Background: an optimization exercise with open tools, aiming at a short achievable clock period and few clock cycles per item. Do not read the settings as production practice. Only simulation tests tie the RTL to the original design; equivalence was not proved. Power figures rest on the tool's default switching activity, not on a simulated workload.

==> pepper <==
Design core, start of the top module:
module core
(
    input clk,
    input ce,
    input reset,
    input [31:0] memout,
    output [31:0] memaddr,
    output memrd
);
clock: 10.0 ns
lec_check: 0
cap_margin: 20
core_margin: 2
core_utilization: 48
place_density: 0.6
slew_margin: 20
synth_hierarchical: 1
synth_minimum_keep_size: 0
tns_end_percent: 100
standard.sh (not shown) runs the stock make flow with config.mk's settings and CLKGATE_MAP_FILE= SYNTH_SCRIPT=/design/flow/synth_recipe.tcl, a recipe that flattens the netlist after the stock synthesis.
==> flow/flow/run.sh <==
#!/bin/bash
set -euo pipefail
bash standard.sh SETUP_SLACK_MARGIN=6.2 MATCH_CELL_FOOTPRINT=0 finish > flow_make.log 2>&1
==> inputs of fjord, as changes to pepper <==
--- a/flow/design.v
+++ b/flow/design.v
@@ -104,61 +104,14 @@
 (
     input a, b,
     output g, p
 );
     assign g = a & b;
     assign p = a | b;
 endmodule
-module carry3n
-(
-    input ng_a, np_a, ng_b, np_b, ng_c,
-    output cn
-);
-    assign cn = ng_a & (np_a | ng_b) & (np_a | np_b | ng_c);
-endmodule
-module add_gp_n2
-(
-    input a0, a1, b,
-    output ng, np
-);
-    assign ng = ~((a0 | a1) & b);
-    assign np = ~(a0 | a1 | b);
-endmodule
-module bit_xor2
-(
-    input a0, a1, b,
-    output x
-);
-    assign x = (a0 | a1) ^ b;
-endmodule
-module lt_leaf2
-(
-    input a0, a1, b0, b1,
-    output lt, le
-);
-    wire a = a0 | a1;
-    wire b = b0 | b1;
-    assign lt = ~a & b;
-    assign le = ~a | b;
-endmodule
-module bit_xnor4
-(
-    input a0, a1, b0, b1,
-    output e
-);
-    assign e = ~((a0 | a1) ^ (b0 | b1));
-endmodule
-module add_gp_n
-(
-    input a, b,
-    output ng, np
-);
-    assign ng = ~(a & b);
-    assign np = ~(a | b);
-endmodule
 module bit_xor
 (
     input a, b,
     output x
 );
     assign x = a ^ b;
 endmodule
@@ -272,16 +225,16 @@
     g_mux2i m1 (.s(nlt), .a1(v_ge), .a0(v_lt), .y(nw));
     g_mux2i m2 (.s(eq_low), .a1(~v_eq), .a0(nw), .y(q));
 endmodule
 module cmp31 #(
     parameter NC = 1      
 )
 (
-    input [30:0] a0, a1,      
-    input [30:0] b0, b1,      
+    input [30:0] a,
+    input [30:0] b,
     output [NC-1:0] lt_hi, le_hi, lt_lo, le_lo,
     output [NC-1:0] eq_low
 );
     wire [31:0] lt0, le0;
     assign lt0[31] = 1'b0;
     assign le0[31] = 1'b1;
     wire [15:0] nlt1, nle1;
@@ -291,16 +244,16 @@
     wire [7:0] ne1;
     wire [3:0] eq2;
     wire [1:0] neq3;
     genvar gi;
     generate
         for (gi = 0; gi < 31; gi = gi + 1)
         begin : g0
-            lt_leaf2 l (.a0(a0[gi]), .a1(a1[gi]), .b0(b0[gi]), .b1(b1[gi]), .lt(lt0[gi]), .le(le0[gi]));
-            bit_xnor4 x (.a0(a0[gi]), .a1(a1[gi]), .b0(b0[gi]), .b1(b1[gi]), .e(e[gi]));
+            lt_leaf l (.a(a[gi]), .b(b[gi]), .lt(lt0[gi]), .le(le0[gi]));
+            bit_xnor x (.a(a[gi]), .b(b[gi]), .e(e[gi]));
         end
         for (gi = 0; gi < 16; gi = gi + 1)
         begin : g1
             lt_node_p n (.lt_hi(lt0[2*gi+1]), .le_hi(le0[2*gi+1]), .lt_lo(lt0[2*gi]), .le_lo(le0[2*gi]),
                          .nlt(nlt1[gi]), .nle(nle1[gi]));
         end
         for (gi = 0; gi < 8; gi = gi + 1)
@@ -336,39 +289,39 @@
         begin : e3
             g_nand2 n (.a(eq2[2*gi]), .b(eq2[2*gi+1]), .y(neq3[gi]));
         end
     endgenerate
 endmodule
 module jalr_hi_bit
 (
-    input h, na, z, s, is_jalr, tgt, cn,
+    input h, na, z, s, is_jalr, tgt, c,
     output y
 );
     wire k1 = is_jalr ? (s ? h : ~h) : tgt;    
     wire k0 = is_jalr ? h : tgt;               
     wire m1 = is_jalr ? (s ? ~h : h) : tgt;    
     wire y1n, y0n;
     g_mux2i p1 (.s(na), .a1(k0), .a0(k1), .y(y1n));
     g_mux2i p0 (.s(z), .a1(m1), .a0(k0), .y(y0n));
-    g_mux2i pc (.s(cn), .a1(y0n), .a0(y1n), .y(y));
+    g_mux2i pc (.s(c), .a1(y1n), .a0(y0n), .y(y));
 endmodule
 module bit_xnor2
 (
     input a, b,
     output y
 );
     assign y = ~(a ^ b);
 endmodule
 module jalr_hi
 (
     input [19:0] h,
     input s,
     input is_jalr,
     input [19:0] tgt,
-    input [3:0] cn,       
+    input c,              
     output [19:0] y
 );
     wire [19:0] o1, o2, o3, o4, o5, z1, z2, z3, z4, z5;
     genvar i;
     generate
         for (i = 0; i < 20; i = i + 1)
         begin : t
@@ -404,95 +357,81 @@
                 g_nand2 a (.a(o4[i]), .b(o4[i-16]), .y(o5[i]));
                 g_nor2  b (.a(z4[i]), .b(z4[i-16]), .y(z5[i]));
             end else begin : l5p
                 assign o5[i] = ~o4[i];
                 assign z5[i] = ~z4[i];
             end
             if (i == 0) begin : b0
-                jalr_hi_bit hb (.h(h[i]), .na(1'b0), .z(1'b1), .s(s), .is_jalr(is_jalr), .tgt(tgt[i]), .cn(cn[i / 5]),
+                jalr_hi_bit hb (.h(h[i]), .na(1'b0), .z(1'b1), .s(s), .is_jalr(is_jalr), .tgt(tgt[i]), .c(c),
                                 .y(y[i]));
             end else begin : bn
-                jalr_hi_bit hb (.h(h[i]), .na(o5[i-1]), .z(z5[i-1]), .s(s), .is_jalr(is_jalr), .tgt(tgt[i]), .cn(cn[i / 5]),
+                jalr_hi_bit hb (.h(h[i]), .na(o5[i-1]), .z(z5[i-1]), .s(s), .is_jalr(is_jalr), .tgt(tgt[i]), .c(c),
                                 .y(y[i]));
             end
         end
     endgenerate
 endmodule
 module csel
 (
     input c, y1, y0,
     output y
 );
     assign y = c ? y1 : y0;
 endmodule
 module jalr_sel
 (
-    input [31:0] a0, a1,      
+    input [31:0] a,
     input [11:0] imm,
     input is_jalr,
     input [31:0] tgt,
     output [31:0] d
 );
     wire [11:0] x, g0, p0, g1, p1, g2, p2, g3, p3, g4, p4;
     genvar i;
     generate
         for (i = 0; i < 12; i = i + 1)
         begin : lv0
-            add_gp_n2 l (.a0(a0[i]), .a1(a1[i]), .b(imm[i]), .ng(g0[i]), .np(p0[i]));
-            bit_xor2 xl (.a0(a0[i]), .a1(a1[i]), .b(imm[i]), .x(x[i]));
+            add_gp l (.a(a[i]), .b(imm[i]), .g(g0[i]), .p(p0[i]));
+            bit_xor xl (.a(a[i]), .b(imm[i]), .x(x[i]));
         end
         for (i = 0; i < 12; i = i + 1)
         begin : lv1
             if (i >= 1)
-                pg_node_n n (.ng_hi(g0[i]), .np_hi(p0[i]), .ng_lo(g0[i-1]), .np_lo(p0[i-1]), .g(g1[i]), .p(p1[i]));
+                pg_node_p n (.g_hi(g0[i]), .p_hi(p0[i]), .g_lo(g0[i-1]), .p_lo(p0[i-1]), .ng(g1[i]), .np(p1[i]));
             else
                 pg_inv n (.g_in(g0[i]), .p_in(p0[i]), .g(g1[i]), .p(p1[i]));
         end
         for (i = 0; i < 12; i = i + 1)
         begin : lv2
             if (i >= 2)
-                pg_node_p n (.g_hi(g1[i]), .p_hi(p1[i]), .g_lo(g1[i-2]), .p_lo(p1[i-2]), .ng(g2[i]), .np(p2[i]));
+                pg_node_n n (.ng_hi(g1[i]), .np_hi(p1[i]), .ng_lo(g1[i-2]), .np_lo(p1[i-2]), .g(g2[i]), .p(p2[i]));
             else
                 pg_inv n (.g_in(g1[i]), .p_in(p1[i]), .g(g2[i]), .p(p2[i]));
         end
         for (i = 0; i < 12; i = i + 1)
         begin : lv3
             if (i >= 4)
-                pg_node_n n (.ng_hi(g2[i]), .np_hi(p2[i]), .ng_lo(g2[i-4]), .np_lo(p2[i-4]), .g(g3[i]), .p(p3[i]));
+                pg_node_p n (.g_hi(g2[i]), .p_hi(p2[i]), .g_lo(g2[i-4]), .p_lo(p2[i-4]), .ng(g3[i]), .np(p3[i]));
             else
                 pg_inv n (.g_in(g2[i]), .p_in(p2[i]), .g(g3[i]), .p(p3[i]));
         end
         for (i = 0; i < 12; i = i + 1)
         begin : lv4
             if (i >= 8)
-                pg_node_p n (.g_hi(g3[i]), .p_hi(p3[i]), .g_lo(g3[i-8]), .p_lo(p3[i-8]), .ng(g4[i]), .np(p4[i]));
+                pg_node_n n (.ng_hi(g3[i]), .np_hi(p3[i]), .ng_lo(g3[i-8]), .np_lo(p3[i-8]), .g(g4[i]), .p(p4[i]));
             else
                 pg_inv n (.g_in(g3[i]), .p_in(p3[i]), .g(g4[i]), .p(p4[i]));
         end
         for (i = 1; i < 12; i = i + 1)
         begin : lo
-            g_mux2i c (.s(g4[i-1]), .a1(is_jalr ? ~x[i] : ~tgt[i]), .a0(is_jalr ? x[i] : ~tgt[i]), .y(d[i]));
+            g_mux2i c (.s(g4[i-1]), .a1(is_jalr ? x[i] : ~tgt[i]), .a0(is_jalr ? ~x[i] : ~tgt[i]), .y(d[i]));
         end
     endgenerate
     assign d[0] = is_jalr ? 1'b0 : tgt[0];
-    wire [3:0] c12;
-    generate
-        for (i = 0; i < 4; i = i + 1)
-        begin : cc
-            carry3n n (.ng_a(g2[11]), .np_a(p2[11]), .ng_b(g2[7]), .np_b(p2[7]), .ng_c(g2[3]), .cn(c12[i]));
-        end
-    endgenerate
-    wire [31:12] ah;
-    generate
-        for (i = 12; i < 32; i = i + 1)
-        begin : aor
-            g_or2 o (.a(a0[i]), .b(a1[i]), .y(ah[i]));
-        end
-    endgenerate
-    jalr_hi hi (.h(ah), .s(imm[11]), .is_jalr(is_jalr), .tgt(tgt[31:12]), .cn(c12), .y(d[31:12]));
+    jalr_hi hi (.h(a[31:12]), .s(imm[11]), .is_jalr(is_jalr), .tgt(tgt[31:12]), .c(g4[11]), .y(d[31:12]));
 endmodule
 module vcalc
 (
     input go, jump, is_br,
     input [2:0] f3,
     input sdiff,
     output v_eq, v_lt, v_ge
@@ -584,38 +523,32 @@
 module g_nor2
 (
     input a, b,
     output y
 );
     assign y = ~(a | b);
 endmodule
-module g_or2
-(
-    input a, b,
-    output y
-);
-    assign y = a | b;
-endmodule
 module g_nand2
 (
     input a, b,
     output y
 );
     assign y = ~(a & b);
 endmodule
 module rf_bit
 (
     input [31:0] sel,
     input [31:0] d,
-    output w0, w1
+    output q
 );
     wire [15:0] t;
     wire [7:0] u;
     wire [3:0] v;
     wire [1:0] w;
+    wire nq;
     genvar gi;
     generate
         for (gi = 0; gi < 16; gi = gi + 1)
         begin : a
             g_aoi22 g (.s0(sel[2*gi]), .d0(d[2*gi]), .s1(sel[2*gi+1]), .d1(d[2*gi+1]), .y(t[gi]));
         end
         for (gi = 0; gi < 8; gi = gi + 1)
@@ -627,23 +560,22 @@
             g_nor2 g (.a(u[2*gi]), .b(u[2*gi+1]), .y(v[gi]));
         end
         for (gi = 0; gi < 2; gi = gi + 1)
         begin : d_
             g_nand2 g (.a(v[2*gi]), .b(v[2*gi+1]), .y(w[gi]));
         end
     endgenerate
-    assign w0 = w[0];
-    assign w1 = w[1];
+    g_nor2 g (.a(w[0]), .b(w[1]), .y(nq));
+    g_inv gq (.a(nq), .y(q));
 endmodule
 module rf_read
 (
     input [31*32-1:0] regs,
     input [4:0] idx,
-    output [31:0] w0,     
-    output [31:0] w1
+    output [31:0] q
 );
     wire [4*32-1:0] sel;
     wire [3:0] p2;
     wire [7:0] p3;
     rf_predec pd (.idx(idx), .p2(p2), .p3(p3));
     genvar gb, gi;
     generate
@@ -655,57 +587,57 @@
         begin : bit_
             wire [31:0] d;
             assign d[0] = 1'b0;
             for (gi = 1; gi < 32; gi = gi + 1)
             begin : r
                 assign d[gi] = regs[(gi-1)*32 + gb];
             end
-            rf_bit rb (.sel(sel[32*(gb/8) +: 32]), .d(d), .w0(w0[gb]), .w1(w1[gb]));
+            rf_bit rb (.sel(sel[32*(gb/8) +: 32]), .d(d), .q(q[gb]));
         end
     endgenerate
 endmodule
 module core
 (
     input clk,
     input ce,
     input reset,
     input [31:0] memout,
     output [31:0] memaddr,
     output memrd
 );
-    localparam NG = 9;
+    localparam NG = 5;
     reg [31:0] seq_r;     
     reg [31:0] alt_r;     
     reg [NG-1:0] r_lt_hi, r_le_hi, r_lt_lo, r_eq_low;
     reg [NG-1:0] r_v_eq, r_v_lt, r_v_ge;
     wire [3:0] use_alt_i;  
-    wire [31:0] use_alt_o;  
+    wire [15:0] use_alt_o;  
     reg run;
     reg [31:0] regs [1:31];
     wire [31*32-1:0] regs_flat;
     genvar gi;
     generate
         for (gi = 1; gi < 32; gi = gi + 1)
         begin : flat
             assign regs_flat[(gi-1)*32 +: 32] = regs[gi];
         end
     endgenerate
     genvar gk;
     generate
-        for (gk = 0; gk < 32; gk = gk + 1)
+        for (gk = 0; gk < 16; gk = gk + 1)
         begin : out_dec
             late_sel ls (.lt_hi(r_lt_hi[gk / 4]), .le_hi(r_le_hi[gk / 4]), .lt_lo(r_lt_lo[gk / 4]),
                          .eq_low(r_eq_low[gk / 4]), .v_eq(r_v_eq[gk / 4]), .v_lt(r_v_lt[gk / 4]),
                          .v_ge(r_v_ge[gk / 4]), .q(use_alt_o[gk]));
-            g_mux2i m (.s(use_alt_o[gk]), .a1(~alt_r[gk]), .a0(~seq_r[gk]), .y(memaddr[gk]));
+            assign memaddr[2*gk +: 2] = use_alt_o[gk] ? alt_r[2*gk +: 2] : seq_r[2*gk +: 2];
         end
         for (gk = 0; gk < 4; gk = gk + 1)
         begin : int_dec
-            late_sel ls (.lt_hi(r_lt_hi[8]), .le_hi(r_le_hi[8]), .lt_lo(r_lt_lo[8]), .eq_low(r_eq_low[8]),
-                         .v_eq(r_v_eq[8]), .v_lt(r_v_lt[8]), .v_ge(r_v_ge[8]), .q(use_alt_i[gk]));
+            late_sel ls (.lt_hi(r_lt_hi[4]), .le_hi(r_le_hi[4]), .lt_lo(r_lt_lo[4]), .eq_low(r_eq_low[4]),
+                         .v_eq(r_v_eq[4]), .v_lt(r_v_lt[4]), .v_ge(r_v_ge[4]), .q(use_alt_i[gk]));
         end
     endgenerate
     wire [31:0] pc = use_alt_i[3] ? alt_r : seq_r;
     wire [6:0] op  = memout[6:0];
     wire [4:0] rd  = memout[11:7];
     wire [2:0] f3  = memout[14:12];
     wire [4:0] rs1 = memout[19:15];
@@ -714,24 +646,21 @@
     wire is_auipc = op == 7'b0010111;
     wire is_jal   = op == 7'b1101111;
     wire is_jalr  = op == 7'b1100111;
     wire is_br    = op == 7'b1100011;
     wire [31:0] uimm = {memout[31:12], 12'b0};
     wire [31:0] jimm = {{12{memout[31]}}, memout[19:12], memout[20], memout[30:21], 1'b0};
     wire [31:0] bimm = {{20{memout[31]}}, memout[7], memout[30:25], memout[11:8], 1'b0};
-    wire [31:0] aw0, aw1, bw0, bw1;
-    rf_read rd_a (.regs(regs_flat), .idx(rs1), .w0(aw0), .w1(aw1));
-    rf_read rd_b (.regs(regs_flat), .idx(rs2), .w0(bw0), .w1(bw1));
-    wire a31, b31;
-    g_or2 oa (.a(aw0[31]), .b(aw1[31]), .y(a31));
-    g_or2 ob (.a(bw0[31]), .b(bw1[31]), .y(b31));
+    wire [31:0] a, b;
+    rf_read rd_a (.regs(regs_flat), .idx(rs1), .q(a));
+    rf_read rd_b (.regs(regs_flat), .idx(rs2), .q(b));
     wire [NG-1:0] lt_hi, le_hi, lt_lo, le_lo, eq_low;
-    cmp31 #(.NC(NG)) cmp (.a0(aw0[30:0]), .a1(aw1[30:0]), .b0(bw0[30:0]), .b1(bw1[30:0]), .lt_hi(lt_hi), .le_hi(le_hi), .lt_lo(lt_lo),
+    cmp31 #(.NC(NG)) cmp (.a(a[30:0]), .b(b[30:0]), .lt_hi(lt_hi), .le_hi(le_hi), .lt_lo(lt_lo),
                           .le_lo(le_lo), .eq_low(eq_low));
-    wire sdiff = a31 ^ b31;
+    wire sdiff = a[31] ^ b[31];
     wire go = ce & !reset;
     wire jump = is_jal | is_jalr;
     wire [NG-1:0] v_eq, v_lt, v_ge;
     generate
         for (gk = 0; gk < NG; gk = gk + 1)
         begin : vc
             vcalc c (.go(go), .jump(jump), .is_br(is_br), .f3(f3), .sdiff(sdiff),
@@ -746,15 +675,15 @@
     add32 add_su (.a(seq_r), .b(uimm), .s(sequ));
     assign pc4  = use_alt_i[0] ? alt4 : seq4;
     assign pc_u = use_alt_i[2] ? altu : sequ;
     wire [31:0] tj, tb;
     add32 add_tj (.a(pc), .b(jimm), .s(tj));
     add32 add_tb (.a(pc), .b(bimm), .s(tb));
     wire [31:0] tgt = is_jal ? tj : tb;
-    jalr_sel js (.a0(aw0), .a1(aw1), .imm(memout[31:20]), .is_jalr(is_jalr), .tgt(tgt), .d(alt_d));
+    jalr_sel js (.a(a), .imm(memout[31:20]), .is_jalr(is_jalr), .tgt(tgt), .d(alt_d));
     wire we = is_lui | is_auipc | is_jal | is_jalr;
     wire [31:0] wdata = is_lui   ? uimm :
                         is_auipc ? pc_u : pc4;
     assign memrd = run;
     always @ (posedge clk)
     begin
         alt_r <= alt_d;
@@ -773,12 +702,10 @@
         else if (ce)
         begin
             seq_r <= pc4;
             if (we && rd != 5'd0)
                 regs[rd] <= wdata;
         end
         else
-        begin
             seq_r <= pc;
-        end
     end
 endmodule
Settings changed: CORE_UTILIZATION 48 to 40.
==> inputs of yarrow, as changes to pepper <==
--- a/flow/design.v
+++ b/flow/design.v
@@ -337,23 +337,27 @@
             g_nand2 n (.a(eq2[2*gi]), .b(eq2[2*gi+1]), .y(neq3[gi]));
         end
     endgenerate
 endmodule
 module jalr_hi_bit
 (
     input h, na, z, s, is_jalr, tgt, cn,
-    output y
+    output y, yn
 );
     wire k1 = is_jalr ? (s ? h : ~h) : tgt;    
     wire k0 = is_jalr ? h : tgt;               
     wire m1 = is_jalr ? (s ? ~h : h) : tgt;    
     wire y1n, y0n;
     g_mux2i p1 (.s(na), .a1(k0), .a0(k1), .y(y1n));
     g_mux2i p0 (.s(z), .a1(m1), .a0(k0), .y(y0n));
     g_mux2i pc (.s(cn), .a1(y0n), .a0(y1n), .y(y));
+    wire y1, y0;
+    g_mux2i q1 (.s(na), .a1(~k0), .a0(~k1), .y(y1));
+    g_mux2i q0 (.s(z), .a1(~m1), .a0(~k0), .y(y0));
+    g_mux2i qc (.s(cn), .a1(y0), .a0(y1), .y(yn));
 endmodule
 module bit_xnor2
 (
     input a, b,
     output y
 );
     assign y = ~(a ^ b);
@@ -361,15 +365,16 @@
 module jalr_hi
 (
     input [19:0] h,
     input s,
     input is_jalr,
     input [19:0] tgt,
     input [3:0] cn,       
-    output [19:0] y
+    output [19:0] y,
+    output [19:0] yn      
 );
     wire [19:0] o1, o2, o3, o4, o5, z1, z2, z3, z4, z5;
     genvar i;
     generate
         for (i = 0; i < 20; i = i + 1)
         begin : t
             if (i >= 1) begin : l1
@@ -405,18 +410,18 @@
                 g_nor2  b (.a(z4[i]), .b(z4[i-16]), .y(z5[i]));
             end else begin : l5p
                 assign o5[i] = ~o4[i];
                 assign z5[i] = ~z4[i];
             end
             if (i == 0) begin : b0
                 jalr_hi_bit hb (.h(h[i]), .na(1'b0), .z(1'b1), .s(s), .is_jalr(is_jalr), .tgt(tgt[i]), .cn(cn[i / 5]),
-                                .y(y[i]));
+                                .y(y[i]), .yn(yn[i]));
             end else begin : bn
                 jalr_hi_bit hb (.h(h[i]), .na(o5[i-1]), .z(z5[i-1]), .s(s), .is_jalr(is_jalr), .tgt(tgt[i]), .cn(cn[i / 5]),
-                                .y(y[i]));
+                                .y(y[i]), .yn(yn[i]));
             end
         end
     endgenerate
 endmodule
 module csel
 (
     input c, y1, y0,
@@ -426,15 +431,16 @@
 endmodule
 module jalr_sel
 (
     input [31:0] a0, a1,      
     input [11:0] imm,
     input is_jalr,
     input [31:0] tgt,
-    output [31:0] d
+    output [31:0] d,
+    output [31:0] dn      
 );
     wire [11:0] x, g0, p0, g1, p1, g2, p2, g3, p3, g4, p4;
     genvar i;
     generate
         for (i = 0; i < 12; i = i + 1)
         begin : lv0
             add_gp_n2 l (.a0(a0[i]), .a1(a1[i]), .b(imm[i]), .ng(g0[i]), .np(p0[i]));
@@ -467,32 +473,34 @@
                 pg_node_p n (.g_hi(g3[i]), .p_hi(p3[i]), .g_lo(g3[i-8]), .p_lo(p3[i-8]), .ng(g4[i]), .np(p4[i]));
             else
                 pg_inv n (.g_in(g3[i]), .p_in(p3[i]), .g(g4[i]), .p(p4[i]));
         end
         for (i = 1; i < 12; i = i + 1)
         begin : lo
             g_mux2i c (.s(g4[i-1]), .a1(is_jalr ? ~x[i] : ~tgt[i]), .a0(is_jalr ? x[i] : ~tgt[i]), .y(d[i]));
+            g_mux2i cn (.s(g4[i-1]), .a1(is_jalr ? x[i] : tgt[i]), .a0(is_jalr ? ~x[i] : tgt[i]), .y(dn[i]));
         end
     endgenerate
     assign d[0] = is_jalr ? 1'b0 : tgt[0];
+    assign dn[0] = ~d[0];
     wire [3:0] c12;
     generate
         for (i = 0; i < 4; i = i + 1)
         begin : cc
             carry3n n (.ng_a(g2[11]), .np_a(p2[11]), .ng_b(g2[7]), .np_b(p2[7]), .ng_c(g2[3]), .cn(c12[i]));
         end
     endgenerate
     wire [31:12] ah;
     generate
         for (i = 12; i < 32; i = i + 1)
         begin : aor
             g_or2 o (.a(a0[i]), .b(a1[i]), .y(ah[i]));
         end
     endgenerate
-    jalr_hi hi (.h(ah), .s(imm[11]), .is_jalr(is_jalr), .tgt(tgt[31:12]), .cn(c12), .y(d[31:12]));
+    jalr_hi hi (.h(ah), .s(imm[11]), .is_jalr(is_jalr), .tgt(tgt[31:12]), .cn(c12), .y(d[31:12]), .yn(dn[31:12]));
 endmodule
 module vcalc
 (
     input go, jump, is_br,
     input [2:0] f3,
     input sdiff,
     output v_eq, v_lt, v_ge
@@ -671,36 +679,38 @@
     input [31:0] memout,
     output [31:0] memaddr,
     output memrd
 );
     localparam NG = 9;
     reg [31:0] seq_r;     
     reg [31:0] alt_r;     
+    reg [31:0] seq_n_r, alt_n_r;    
     reg [NG-1:0] r_lt_hi, r_le_hi, r_lt_lo, r_eq_low;
     reg [NG-1:0] r_v_eq, r_v_lt, r_v_ge;
     wire [3:0] use_alt_i;  
-    wire [31:0] use_alt_o;  
+    wire [15:0] use_alt_o;  
     reg run;
     reg [31:0] regs [1:31];
     wire [31*32-1:0] regs_flat;
     genvar gi;
     generate
         for (gi = 1; gi < 32; gi = gi + 1)
         begin : flat
             assign regs_flat[(gi-1)*32 +: 32] = regs[gi];
         end
     endgenerate
     genvar gk;
     generate
-        for (gk = 0; gk < 32; gk = gk + 1)
+        for (gk = 0; gk < 16; gk = gk + 1)
         begin : out_dec
-            late_sel ls (.lt_hi(r_lt_hi[gk / 4]), .le_hi(r_le_hi[gk / 4]), .lt_lo(r_lt_lo[gk / 4]),
-                         .eq_low(r_eq_low[gk / 4]), .v_eq(r_v_eq[gk / 4]), .v_lt(r_v_lt[gk / 4]),
-                         .v_ge(r_v_ge[gk / 4]), .q(use_alt_o[gk]));
-            g_mux2i m (.s(use_alt_o[gk]), .a1(~alt_r[gk]), .a0(~seq_r[gk]), .y(memaddr[gk]));
+            late_sel ls (.lt_hi(r_lt_hi[gk / 2]), .le_hi(r_le_hi[gk / 2]), .lt_lo(r_lt_lo[gk / 2]),
+                         .eq_low(r_eq_low[gk / 2]), .v_eq(r_v_eq[gk / 2]), .v_lt(r_v_lt[gk / 2]),
+                         .v_ge(r_v_ge[gk / 2]), .q(use_alt_o[gk]));
+            g_mux2i m0 (.s(use_alt_o[gk]), .a1(alt_n_r[2*gk]), .a0(seq_n_r[2*gk]), .y(memaddr[2*gk]));
+            g_mux2i m1 (.s(use_alt_o[gk]), .a1(alt_n_r[2*gk+1]), .a0(seq_n_r[2*gk+1]), .y(memaddr[2*gk+1]));
         end
         for (gk = 0; gk < 4; gk = gk + 1)
         begin : int_dec
             late_sel ls (.lt_hi(r_lt_hi[8]), .le_hi(r_le_hi[8]), .lt_lo(r_lt_lo[8]), .eq_low(r_eq_low[8]),
                          .v_eq(r_v_eq[8]), .v_lt(r_v_lt[8]), .v_ge(r_v_ge[8]), .q(use_alt_i[gk]));
         end
     endgenerate
@@ -734,51 +744,55 @@
     generate
         for (gk = 0; gk < NG; gk = gk + 1)
         begin : vc
             vcalc c (.go(go), .jump(jump), .is_br(is_br), .f3(f3), .sdiff(sdiff),
                      .v_eq(v_eq[gk]), .v_lt(v_lt[gk]), .v_ge(v_ge[gk]));
         end
     endgenerate
-    wire [31:0] pc4, pc_u, alt_d;
+    wire [31:0] pc4, pc_u, alt_d, alt_dn;
     wire [31:0] alt4, seq4, altu, sequ;
     add32 add_a4 (.a(alt_r), .b(32'd4), .s(alt4));
     add32 add_s4 (.a(seq_r), .b(32'd4), .s(seq4));
     add32 add_au (.a(alt_r), .b(uimm), .s(altu));
     add32 add_su (.a(seq_r), .b(uimm), .s(sequ));
     assign pc4  = use_alt_i[0] ? alt4 : seq4;
     assign pc_u = use_alt_i[2] ? altu : sequ;
     wire [31:0] tj, tb;
     add32 add_tj (.a(pc), .b(jimm), .s(tj));
     add32 add_tb (.a(pc), .b(bimm), .s(tb));
     wire [31:0] tgt = is_jal ? tj : tb;
-    jalr_sel js (.a0(aw0), .a1(aw1), .imm(memout[31:20]), .is_jalr(is_jalr), .tgt(tgt), .d(alt_d));
+    jalr_sel js (.a0(aw0), .a1(aw1), .imm(memout[31:20]), .is_jalr(is_jalr), .tgt(tgt), .d(alt_d), .dn(alt_dn));
     wire we = is_lui | is_auipc | is_jal | is_jalr;
     wire [31:0] wdata = is_lui   ? uimm :
                         is_auipc ? pc_u : pc4;
     assign memrd = run;
     always @ (posedge clk)
     begin
         alt_r <= alt_d;
+        alt_n_r <= alt_dn;
         r_lt_hi <= lt_hi;
         r_le_hi <= le_hi;
         r_lt_lo <= lt_lo;
         r_eq_low <= eq_low;
         r_v_eq <= v_eq;
         r_v_lt <= v_lt;
         r_v_ge <= v_ge;
         if (reset)
         begin
             seq_r <= 32'd0;
+            seq_n_r <= ~32'd0;
             run <= 1'b1;
         end
         else if (ce)
         begin
             seq_r <= pc4;
+            seq_n_r <= ~pc4;
             if (we && rd != 5'd0)
                 regs[rd] <= wdata;
         end
         else
         begin
             seq_r <= pc;
+            seq_n_r <= ~pc;
         end
     end
 endmodule
Settings changed: CORE_UTILIZATION 48 to 40.
==> summary.txt <==
- Multi-In Gates: 5709
- Status: no timing/DRC/antenna violations
- Pre-Repair DR Iteration Count: 8
- Worst-Margin Slew: 1.01 ns
- Via count of the first global-routing pass: 59.9k
- Grt met2 use: 49.0%
- Switch Pwr: 0.00669 W
- Most frequent cells in the layout: a22oi_2 (1024), edfxtp_1 (992), nand2_1 (949)
- # placed instances: 9786
- Non-clock buffering overhead: 8.00%
- Post-Layout Inst Area: 95300 µm²
- # clk buffers: 139
The numbers above come from fjord.

==> summary.txt <==
- Crit end category: flip-flop
- Sw frac: 39.3%
- Most flop-heavy register: regs
- Multi-input combinational area share: 50.0%
- Non-clock buffering overhead: 8.86%
- Grt met2 use: 59.8%
- Via count of the first global-routing pass: 62.0k
- # placed instances: 9618
- Post-Layout Inst Area: 98700 µm²
- Setup slack, reg-to-reg: 5.86 ns
- Critical Path RT: 10.58 ns
- # clk buffers: 144
- Switch Pwr: 0.00725 W
- Pre-Repair DR Iteration Count: 5
- Status: no timing/DRC/antenna violations
- Initial antenna violation count: 14
- Final setup TNS: 0 ns
The numbers above come from pepper.

==> summary.txt <==
- Status: no timing/DRC/antenna violations
- Via count of the first global-routing pass: 63.5k
- Most frequent cells in the layout: a22oi_2 (1024), edfxtp_1 (992), nand2_1 (903)
- Static Leakage: 36.0 nW
- Switch Pwr: 0.00759 W
- # placed instances: 10.2k
- Multi-In Gates: 6062
- Post-Layout Inst Area: 103000 µm²
- Non-clock buffering overhead: 9.02%
- # clk buffers: 168
- Pre-Repair DR Iteration Count: 6
- Setup crit end: alt_r[12]
- Worst-Margin Slew: 1.06 ns
- Grt met2 use: 50.6%
The numbers above come from yarrow.

Testbench counts of pepper, summed over its fixed seeds: cycles 32,896, fetches 32,768.
Testbench counts of fjord, summed over its fixed seeds: cycles 32,896, fetches 32,768.
Testbench counts of yarrow, summed over its fixed seeds: cycles 32,896, fetches 32,768.

==> separate check: timing with driven ports <==
The flow's constraints put no driver on any port. The routed layouts listed below were extracted and timed again, unchanged, in two steps.
Step 1 sets driving cells, clkbuf_16 on the clock port and buf_2 on the other inputs (assumed; they add their load-dependent delay and slew).
Step 2 also shifts input and output timing later by t, the mid clock arrival at the registers, as if the neighbouring blocks saw the same clock.
Slacks: ideal / step 1 / step 2; pairs: ideal / step 1.
| run | t, ns | slack for setup (ns) | slew at the worst register clock pin (ns) | worst data-port slew with drivers (ns) |
|---|---|---|---|---|
| pepper | 0.851 | 5.658 / 5.667 / 4.816 | 0.07 / 0.07 | 0.09 |
| fjord | 0.853 | 5.512 / 5.552 / 4.699 | 0.07 / 0.07 | 0.19 |
| yarrow | 0.870 | 5.554 / 5.479 / 4.612 | 0.07 / 0.07 | 0.26 |
After both steps setup and hold are still met in every run listed. The setup slack of yarrow, which loses most, moves by -0.075 ns with the drivers and by -0.942 ns with both steps.
